This design comes from an exercise in tuning for small area, a short achievable clock period and few clock cycles on the open sky130 flow, not from production work.
The RTL was checked by simulation tests, not by an equivalence proof against the original design.
Power figures rest on the tool's default switching activity, not on a simulated workload.

Setup of v22:
## soma
module soma
(
    input clock, reset, start, op,
    input [31:0] data_a, data_b,
    output [31:0] data_o,
    output busy, ready
);
Size in the first run: ~100 I/O pins, about 0.010 mm2 of cells after synthesis.
==> flow/config.mk <==
export PLATFORM = sky130hd
export DESIGN_NAME = soma
export DESIGN_NICKNAME = soma
export VERILOG_FILES = /design/flow/design.v
export SDC_FILE = /design/flow/constraint.sdc
export NUM_CORES = 4
export LEC_CHECK = 0
export ABC_AREA = 1
export CAP_MARGIN = 20
export CORE_MARGIN = 2
export CORE_UTILIZATION = 55
export SETUP_SLACK_MARGIN = 1.4
export SLEW_MARGIN = 20
==> flow/constraint.sdc <==
create_clock -name core_clock -period 8.0 [get_ports {clock}]
set_input_delay 1.6000 -clock core_clock [delete_from_list [all_inputs] [get_ports {clock}]]
set_output_delay 1.6000 -clock core_clock [all_outputs]
set_load 0.01 [all_outputs]
standard.sh (not shown) runs the stock make flow with config.mk's settings and CLKGATE_MAP_FILE= SYNTH_SCRIPT=/design/flow/synth_recipe.tcl, a recipe that flattens the netlist after the stock synthesis.
==> flow/flow/run.sh <==
#!/bin/bash
set -euo pipefail
bash standard.sh ADDER_MAP_FILE= "BUFFER_PORTS_ARGS=-buffer_cell sky130_fd_sc_hd__buf_2" finish > make.log 2>&1
Testbench counts of v22, summed over its fixed seeds: cycles 3,208.
### v22 -> v10
Settings: a change of SETUP_SLACK_MARGIN from 1.4 to 2.0; a change of CORE_UTILIZATION from 55 to 40.
==> summary.txt <==
Summary of v10 over v22: setup slack grew by 0.19 ns, post-detailed-placement half-perimeter wirelength picked up an extra about 5.5%, count of plain and timing-repair buffers increased 84%. Looking at overall routed net length across v22 and v10, the one that comes out lower is v22. v22 consumes less power than v10.
Inputs modified between v10 and v15:
Settings: GPL_TIMING_DRIVEN now 0, previously not set; SETUP_SLACK_MARGIN now 1.4, was 2.0; CORE_UTILIZATION now 55, was 40.
Findings:
- Sort v15 and v10 by post-CTS setup buffer count, ascending, and v15 comes first.
- Highest-delay cell along the critical path = sky130_fd_sc_hd__dfrtp_1: v15; highest-delay cell along the critical path = sky130_fd_sc_hd__dfrtp_2: v10
- Compared v15 vs v10, and power is down in v15.
- v15 vs. v10: register-to-register slack now smaller; number of logic stages on the critical path including buffering now smaller; weighted congestion at the end of routability-driven global placement now larger.
- When the final numbers for v15 and v10 were put side by side, the utilization turned out to be smaller in v10.

========
Setup of run 1:
The RTL this note starts from:
==> flow/design.v <==
module soma
(
    input clock, reset, start, op,
    input [31:0] data_a, data_b,
    output [31:0] data_o,
    output busy, ready
);
    wire [24:0] v_d;
    wire rnd_d, sgn_d;
    wire [7:0] e_d;
    soma_add add (.op(op), .a(data_a), .b(data_b),
                  .v(v_d), .rnd(rnd_d), .e(e_d), .sgn(sgn_d));
    reg [24:0] v_q;
    reg rnd_q, sgn_q;
    reg [7:0] e_q;
    always @(posedge clock or posedge reset) begin
        if (reset) begin
            v_q <= 25'd0;
            rnd_q <= 1'b0;
            e_q <= 8'd0;
            sgn_q <= 1'b0;
        end else if (start) begin
            v_q <= v_d;
            rnd_q <= rnd_d;
            e_q <= e_d;
            sgn_q <= sgn_d;
        end
    end
    soma_norm norm (.v(v_q), .rnd(rnd_q), .e(e_q), .sgn(sgn_q), .o(data_o));
    assign ready = 1'b1;
    assign busy = 1'b0;
endmodule
module soma_add
(
    input op,
    input [31:0] a, b,
    output [24:0] v,
    output rnd,
    output [7:0] e,
    output sgn
);
    wire [7:0] ea = a[30:23], eb = b[30:23];
    wire sa = a[31], sb = b[31];
    wire [8:0] dab = {1'b0, ea} - {1'b0, eb};
    wire [7:0] dba = eb - ea;
    wire e_lt = dab[8];
    wire e_eq = (ea == eb);
    wire f_gt = a[22:0] > b[22:0];
    wire abig = ~e_lt & (~e_eq | f_gt);
    wire [7:0] d = e_lt ? dba : dab[7:0];
    wire sub = (op != (sa == sb));
    wire dD = e_lt ? (dba >= 8'd233) : (dab[7:0] >= 8'd233);
    wire regB = ~dD & (d >= 8'd105);   
    wire sel_a = e_eq ? f_gt : ~e_lt ^ dD;
    wire [23:0] P = sel_a ? {1'b1, a[22:0]} : {1'b1, b[22:0]};
    wire [23:0] ai = {1'b1, a[22:0]} ^ {24{sub}};
    wire [23:0] bi = {1'b1, b[22:0]} ^ {24{sub}};
    wire [23:0] Qi = sel_a ? bi : ai;
    wire [7:0] eP = sel_a ? ea : eb;
    wire [7:0] eS = e_lt ? ea : eb;
    wire [7:0] sh = sel_a ? dab[7:0] : dba;
    wire [6:0] dn = ~d[6:0];           
    reg [23:0] mask;
    integer i;
    always @* begin
        for (i = 0; i < 24; i = i + 1)
            mask[i] = ~regB | (~d[7] & (dn >= i));
    end
    wire [23:0] Pm = P & mask;
    wire zero_p = regB & ~|Pm;
    reg [22:0] zs;
    always @* begin
        zs[0] = (d <= 8'd129);
        for (i = 1; i < 23; i = i + 1)
            zs[i] = ({1'b0, d} <= 9'd104 + i);
    end
    wire spec = zero_p | (dD & sub);
    wire [22:0] frac_s = sub ? (dD ? 23'h7FFFFF : zs) : 23'd0;
    wire [7:0] exp_s = sub ? eS + 8'd104 : eS;
    wire sh_big = |sh[7:5];
    wire [24:0] fill = {25{sub}};
    wire [24:0] rin = (sh_big | (dD & sub)) ? fill : {Qi, sub};
    wire [24:0] s16 = sh[4] ? {fill[15:0], rin[24:16]} : rin;
    wire [24:0] s8 = sh[3] ? {fill[7:0], s16[24:8]} : s16;
    wire [24:0] s4 = sh[2] ? {fill[3:0], s8[24:4]} : s8;
    wire [24:0] s2 = sh[1] ? {fill[1:0], s4[24:2]} : s4;
    wire [24:0] sout = sh[0] ? {fill[0], s2[24:1]} : s2;
    wire allone = ~sh_big & (~sh[4] | &rin[15:0]) & (~sh[3] | &s16[7:0])
                & (~sh[2] | &s8[3:0]) & (~sh[1] | &s4[1:0]) & (~sh[0] | s2[0]);
    wire [25:0] X;
    soma_ks26 adder (.x({1'b0, spec ? {1'b1, frac_s} : Pm, 1'b0}),
                     .y({sub, sout}),
                     .ci(sub & (spec | allone)), .s(X));
    assign v = X[25:1];
    assign rnd = ~spec & X[0] & (d > 8'd2) & ~dD;
    assign e = (spec ? exp_s : eP) - 8'd24;
    assign sgn = (sa == sb) ? (op ? sa : (abig ? sa : ~sb))
                            : (op ? (abig ? sa : sb) : sa);
endmodule
module soma_norm
(
    input [24:0] v,
    input rnd,
    input [7:0] e,
    input sgn,
    output [31:0] o
);
    wire [4:0] lz;                     
    soma_lz32 lzc (.x({v, 7'h40}), .n(lz));
    wire [24:0] sv = v << lz;
    wire [22:0] inc = (v[24] ? v[23:1] : v[22:0]) + {22'd0, rnd};
    wire [22:0] frac = (v[24] | v[23]) ? inc : {sv[23:2], rnd};
    wire [4:0] p1 = 5'd25 - lz;
    wire [7:0] ex = e + {3'd0, p1};
    assign o = {sgn, ex, frac};
endmodule
module soma_lz32 (input [31:0] x, output [4:0] n);
    wire [15:0] v1;
    wire [15:0] z1;
    genvar i;
    generate
        for (i = 0; i < 16; i = i + 1) begin : l1
            assign v1[i] = x[2*i+1] | x[2*i];
            assign z1[i] = ~x[2*i+1];
        end
    endgenerate
    wire [7:0] v2;
    wire [15:0] z2;
    generate
        for (i = 0; i < 8; i = i + 1) begin : l2
            assign v2[i] = v1[2*i+1] | v1[2*i];
            assign z2[2*i+1] = ~v1[2*i+1];
            assign z2[2*i] = v1[2*i+1] ? z1[2*i+1] : z1[2*i];
        end
    endgenerate
    wire [3:0] v3;
    wire [11:0] z3;
    generate
        for (i = 0; i < 4; i = i + 1) begin : l3
            assign v3[i] = v2[2*i+1] | v2[2*i];
            assign z3[3*i+2] = ~v2[2*i+1];
            assign z3[3*i+1:3*i] = v2[2*i+1] ? z2[4*i+3:4*i+2] : z2[4*i+1:4*i];
        end
    endgenerate
    wire [1:0] v4;
    wire [7:0] z4;
    generate
        for (i = 0; i < 2; i = i + 1) begin : l4
            assign v4[i] = v3[2*i+1] | v3[2*i];
            assign z4[4*i+3] = ~v3[2*i+1];
            assign z4[4*i+2:4*i] = v3[2*i+1] ? z3[6*i+5:6*i+3] : z3[6*i+2:6*i];
        end
    endgenerate
    assign n = {~v4[1], v4[1] ? z4[7:4] : z4[3:0]};
endmodule
module soma_ks26 (input [25:0] x, y, input ci, output [25:0] s);
    wire [25:0] p = x ^ y;
    wire [25:0] g = x & y;
    reg [25:0] G [0:5];
    reg [25:0] Pp [0:5];
    integer k, i, j;
    always @* begin
        G[0] = {g[25:1], g[0] | (p[0] & ci)};
        Pp[0] = p;
        for (k = 1; k <= 5; k = k + 1) begin
            for (i = 0; i < 26; i = i + 1) begin
                j = ((i >> (k - 1)) << (k - 1)) - 1;
                if (((i >> (k - 1)) & 1) == 1) begin
                    G[k][i] = G[k-1][i] | (Pp[k-1][i] & G[k-1][j]);
                    Pp[k][i] = Pp[k-1][i] & Pp[k-1][j];
                end else begin
                    G[k][i] = G[k-1][i];
                    Pp[k][i] = Pp[k-1][i];
                end
            end
        end
    end
    assign s = p ^ {G[5][24:0], ci};
endmodule
clock: 8.0 ns
lec_check: 0
abc_area: 1
cap_margin: 20
core_margin: 2
core_utilization: 40
gpl_timing_driven: 0
setup_slack_margin: 1.4
slew_margin: 20
Scripts as last shown in full above: flow/flow/run.sh
The flow did not stop early for run 1: all stages ran, and the layout cleared the timing, DRC and antenna checks.
Testbench counts of run 1, summed over its fixed seeds: cycles 3,208.
--- input diff run 1..run 2 ---
# run 1
export LEC_CHECK = 0
export ABC_AREA = 1
export CAP_MARGIN = 20
export CORE_MARGIN = 2
export CORE_UTILIZATION = 40
export GPL_TIMING_DRIVEN = 0
export SETUP_SLACK_MARGIN = 1.4
export SLEW_MARGIN = 20
create_clock -name core_clock -period 8.0 [get_ports {clock}]
# run 2
export LEC_CHECK = 0
export ABC_AREA = 1
export CAP_MARGIN = 0
export CORE_MARGIN = 2
export CORE_UTILIZATION = 65
export SETUP_SLACK_MARGIN = 1.4
export SLEW_MARGIN = 0
create_clock -name core_clock -period 8.0 [get_ports {clock}]
- [compare] base=run 1 new=run 2: number of antenna violations at the first check in global routing went down by 1; worst hold slack went down 0.011 ns; met2 usage in global routing now larger; total power fell 0.000040 W.
- Worst setup path endpoint = data_o[30]: run 2; worst setup path endpoint = data_o[19]: run 1
[inputs] run 3 vs run 2
# run 2
export LEC_CHECK = 0
export ABC_AREA = 1
export CAP_MARGIN = 0
export CORE_MARGIN = 2
export CORE_UTILIZATION = 65
export SETUP_SLACK_MARGIN = 1.4
export SLEW_MARGIN = 0
create_clock -name core_clock -period 8.0 [get_ports {clock}]
# run 3
export LEC_CHECK = 0
export ABC_AREA = 1
export CAP_MARGIN = 20
export CORE_MARGIN = 2
export CORE_UTILIZATION = 40
export SETUP_SLACK_MARGIN = 1.7
export SLEW_MARGIN = 20
create_clock -name core_clock -period 8.0 [get_ports {clock}]
==> summary.txt <==
- Across run 2 and run 3, none had a timing, DRC or antenna violation.
- Run 3 vs. run 2: relative contribution of the clock network to total power now sits lower, via count went down by 390, count of multi-input gates held, die area went up.
- What run 3 reported for final area has to be multiplied by 0.939 to get the figure for run 2.
- Between run 2 and run 3, average wire per standard cell increased.
For run 4, these inputs were changed with respect to run 3:
# run 3
export LEC_CHECK = 0
export ABC_AREA = 1
export CAP_MARGIN = 20
export CORE_MARGIN = 2
export CORE_UTILIZATION = 40
export SETUP_SLACK_MARGIN = 1.7
export SLEW_MARGIN = 20
create_clock -name core_clock -period 8.0 [get_ports {clock}]
# run 4
export LEC_CHECK = 0
export ABC_AREA = 1
export CAP_MARGIN = 20
export CORE_MARGIN = 2
export CORE_UTILIZATION = 40
export SETUP_SLACK_MARGIN = 1.0
export SLEW_MARGIN = 20
create_clock -name core_clock -period 8.0 [get_ports {clock}]
### Flow results
NOTE: largest net degree at the start of global routing in run 4 exceeds that of run 3. Sort run 4 and run 3 by minimum clock period after layout, ascending, and run 3 comes first. Run 4 reports a lower total non-filler cell area in the finished layout than run 3 does. Run 3 -> run 4: count of antenna diodes in the layout delta 0, exact match. Of run 4 and run 3, the lower sequential cell area share belongs to run 3. [compare] base=run 3 new=run 4: number of buffers and inverters on the critical path went up; switching power went down; worst-case hold slack did not really move; clock group share of total power went up; total routing usage reported by global routing went down. The run with more routed wire is run 3, not run 4.
#### Input delta (run 5 over run 4)
# run 4
export LEC_CHECK = 0
export ABC_AREA = 1
export CAP_MARGIN = 20
export CORE_MARGIN = 2
export CORE_UTILIZATION = 40
export SETUP_SLACK_MARGIN = 1.0
export SLEW_MARGIN = 20
create_clock -name core_clock -period 8.0 [get_ports {clock}]
# run 5
export LEC_CHECK = 0
export ABC_AREA = 1
export CAP_MARGIN = 20
export CORE_MARGIN = 2
export CORE_UTILIZATION = 55
export SETUP_SLACK_MARGIN = 1.2
export SLEW_MARGIN = 20
create_clock -name core_clock -period 8.0 [get_ports {clock}]
Findings:
Compared with run 4, in run 5 hold slack went up 0.0070 ns, final standard cell count with taps included and fillers excluded shrank by 97, first-pass GRT wire length went down 3500 µm, number of filler cells placed in the layout lost 890. From run 4 to run 5 the numbers moved as follows: power consumption shows a reduction of about 0.5%; final worst-path setup slack saw an increase; final critical-path share of the clock period went down by 2.2 points; weighted congestion reported at the end of routability-driven placement picked up an extra 0.37%. Compare run 4 and run 5 | core utilization lower: run 4. Run 4 -> run 5: routed wire length per instance decreased slightly. The higher area after detailed placement came out of run 4.

========
== build 41 ==
RTL: the design.v shown in full above, as it stands there.
clock: 8.0 ns
lec_check: 0
abc_area: 1
cap_margin: 20
core_margin: 2
core_utilization: 65
setup_slack_margin: 1.4
slew_margin: 20
Scripts as last shown in full above: flow/flow/run.sh
Build 41 finished every stage and its layout cleared the timing, DRC and antenna checks.
Testbench counts of build 41, summed over its fixed seeds: cycles 3,208.
The following lists how build 83 was set up differently from build 41:
- CORE_UTILIZATION changed from 65 to 40
[summary]
Summary of build 83 over build 41: filler-free cell count of the finished design went up, sum of met2 wire segment lengths after detailed routing went up, number of hold-repair buffers added at the cts stage did not really move.
The inputs of build 16 differ from those of build 83 as listed below.
- swapping 40 for 55 in CORE_UTILIZATION
- swapping 20 for 0 in CAP_MARGIN
- swapping 20 for 0 in SLEW_MARGIN
Between build 16 and build 83, the difference in sequential power is negligible.
Build 83 -> build 16: final-layout fill cell count decreased by more than a quarter
In terms of count of input and output buffers, build 16 and build 83 differ only marginally.
On build 16: final worst slack is 0.039 ns higher than what build 83 gave.
Of build 16 and build 83, the higher number of well taps belongs to build 83.
Build 16 vs build 83: met1 layer wirelength in the final routing down by more than 10%
For part of the power in combinational logic, build 16 and build 83 come out practically identical.
| critical path depth | higher: build 16 |
Going from build 83 to build 16, the proportion of cell area occupied by registers was found to have gone up by 0.17 points.
Measured against each other, build 16 and build 83 differ in maximum operating frequency, the lower figure coming from build 83.
Compared with build 83, final design instance area without fill in build 16 decreased by a few percent.
Looking at capturing instance or port of the critical path, the data_o[22] result is from build 16; the data_o[30] one comes from build 83.
The following lists how build 24 was set up differently from build 16:
- swapping 1.4 for 1.6 in SETUP_SLACK_MARGIN
- swapping 0 for 20 in SLEW_MARGIN
- swapping 0 for 20 in CAP_MARGIN
[summary]
Remaining global-route overflow came out exactly the same in build 24 and build 16.
As far as count of clock-net buffers in the final layout goes, build 16 and build 24 are indistinguishable; the numbers are identical.
There was hardly any difference in number of sequential storage elements between build 16 and build 24.
Any difference in worst hold slack between build 24 and build 16 is small enough to ignore.
Final standard cell area without fillers: build 24 worse than build 16
Clock period minus worst slack (build 24 over build 16): increase, 0.0098 ns
On routing usage on met2, build 24 and build 16 are neck and neck.
Against build 16, first-iteration DRC count in build 24 came out better.
Compared build 24 vs build 16, and overall power after layout is up in build 24.

==> separate check: timing with driven ports <==
Ports are ideal in the flow. The routed layouts listed here were re-timed in OpenROAD. Step 1 assumes that a clkbuf_16 drives the clock port and a buf_2 every other input. Step 2 moves the port delays by t, midway between the first and last clock arrival at a register: inputs arrive t later, outputs are due t later. That takes back most of the time a late clock gives input paths. Three values: ideal, step 1, step 2; two values: the first two.
| run | t, ns | slack for setup (ns) | worst hold slack (ns) | latest minus earliest clock arrival (ns) |
|---|---|---|---|---|
| v22 | 0.314 | 1.834 / 1.795 / 1.595 | 0.497 / 0.497 / 0.497 | 0.004 / 0.004 |
| v10 | 0.321 | 2.028 / 1.989 / 1.784 | 0.491 / 0.491 / 0.491 | 0.010 / 0.010 |
| v15 | 0.322 | 1.760 / 1.723 / 1.525 | 0.493 / 0.493 / 0.493 | 0.007 / 0.006 |
| run 1 | 0.320 | 1.869 / 1.829 / 1.573 | 0.497 / 0.497 / 0.497 | 0.005 / 0.005 |
| run 2 | 0.324 | 1.838 / 1.799 / 1.551 | 0.485 / 0.485 / 0.485 | 0.004 / 0.004 |
| run 3 | 0.321 | 1.868 / 1.827 / 1.665 | 0.490 / 0.490 / 0.490 | 0.007 / 0.007 |
| run 4 | 0.322 | 1.436 / 1.394 / 1.163 | 0.490 / 0.490 / 0.490 | 0.008 / 0.008 |
| run 5 | 0.317 | 1.614 / 1.612 / 1.312 | 0.497 / 0.497 / 0.497 | 0.006 / 0.005 |
| build 41 | 0.324 | 1.838 / 1.799 / 1.551 | 0.485 / 0.485 / 0.485 | 0.004 / 0.004 |
| build 83 | 0.323 | 1.795 / 1.753 / 1.620 | 0.492 / 0.492 / 0.492 | 0.008 / 0.008 |
| build 16 | 0.314 | 1.834 / 1.795 / 1.595 | 0.497 / 0.497 / 0.497 | 0.004 / 0.004 |
| build 24 | 0.315 | 1.824 / 1.785 / 1.657 | 0.498 / 0.498 / 0.498 | 0.006 / 0.006 |
After both steps every run listed still meets setup and hold. The setup slack of run 5, which loses most, moves by -0.002 ns with the drivers and by -0.302 ns with both steps.
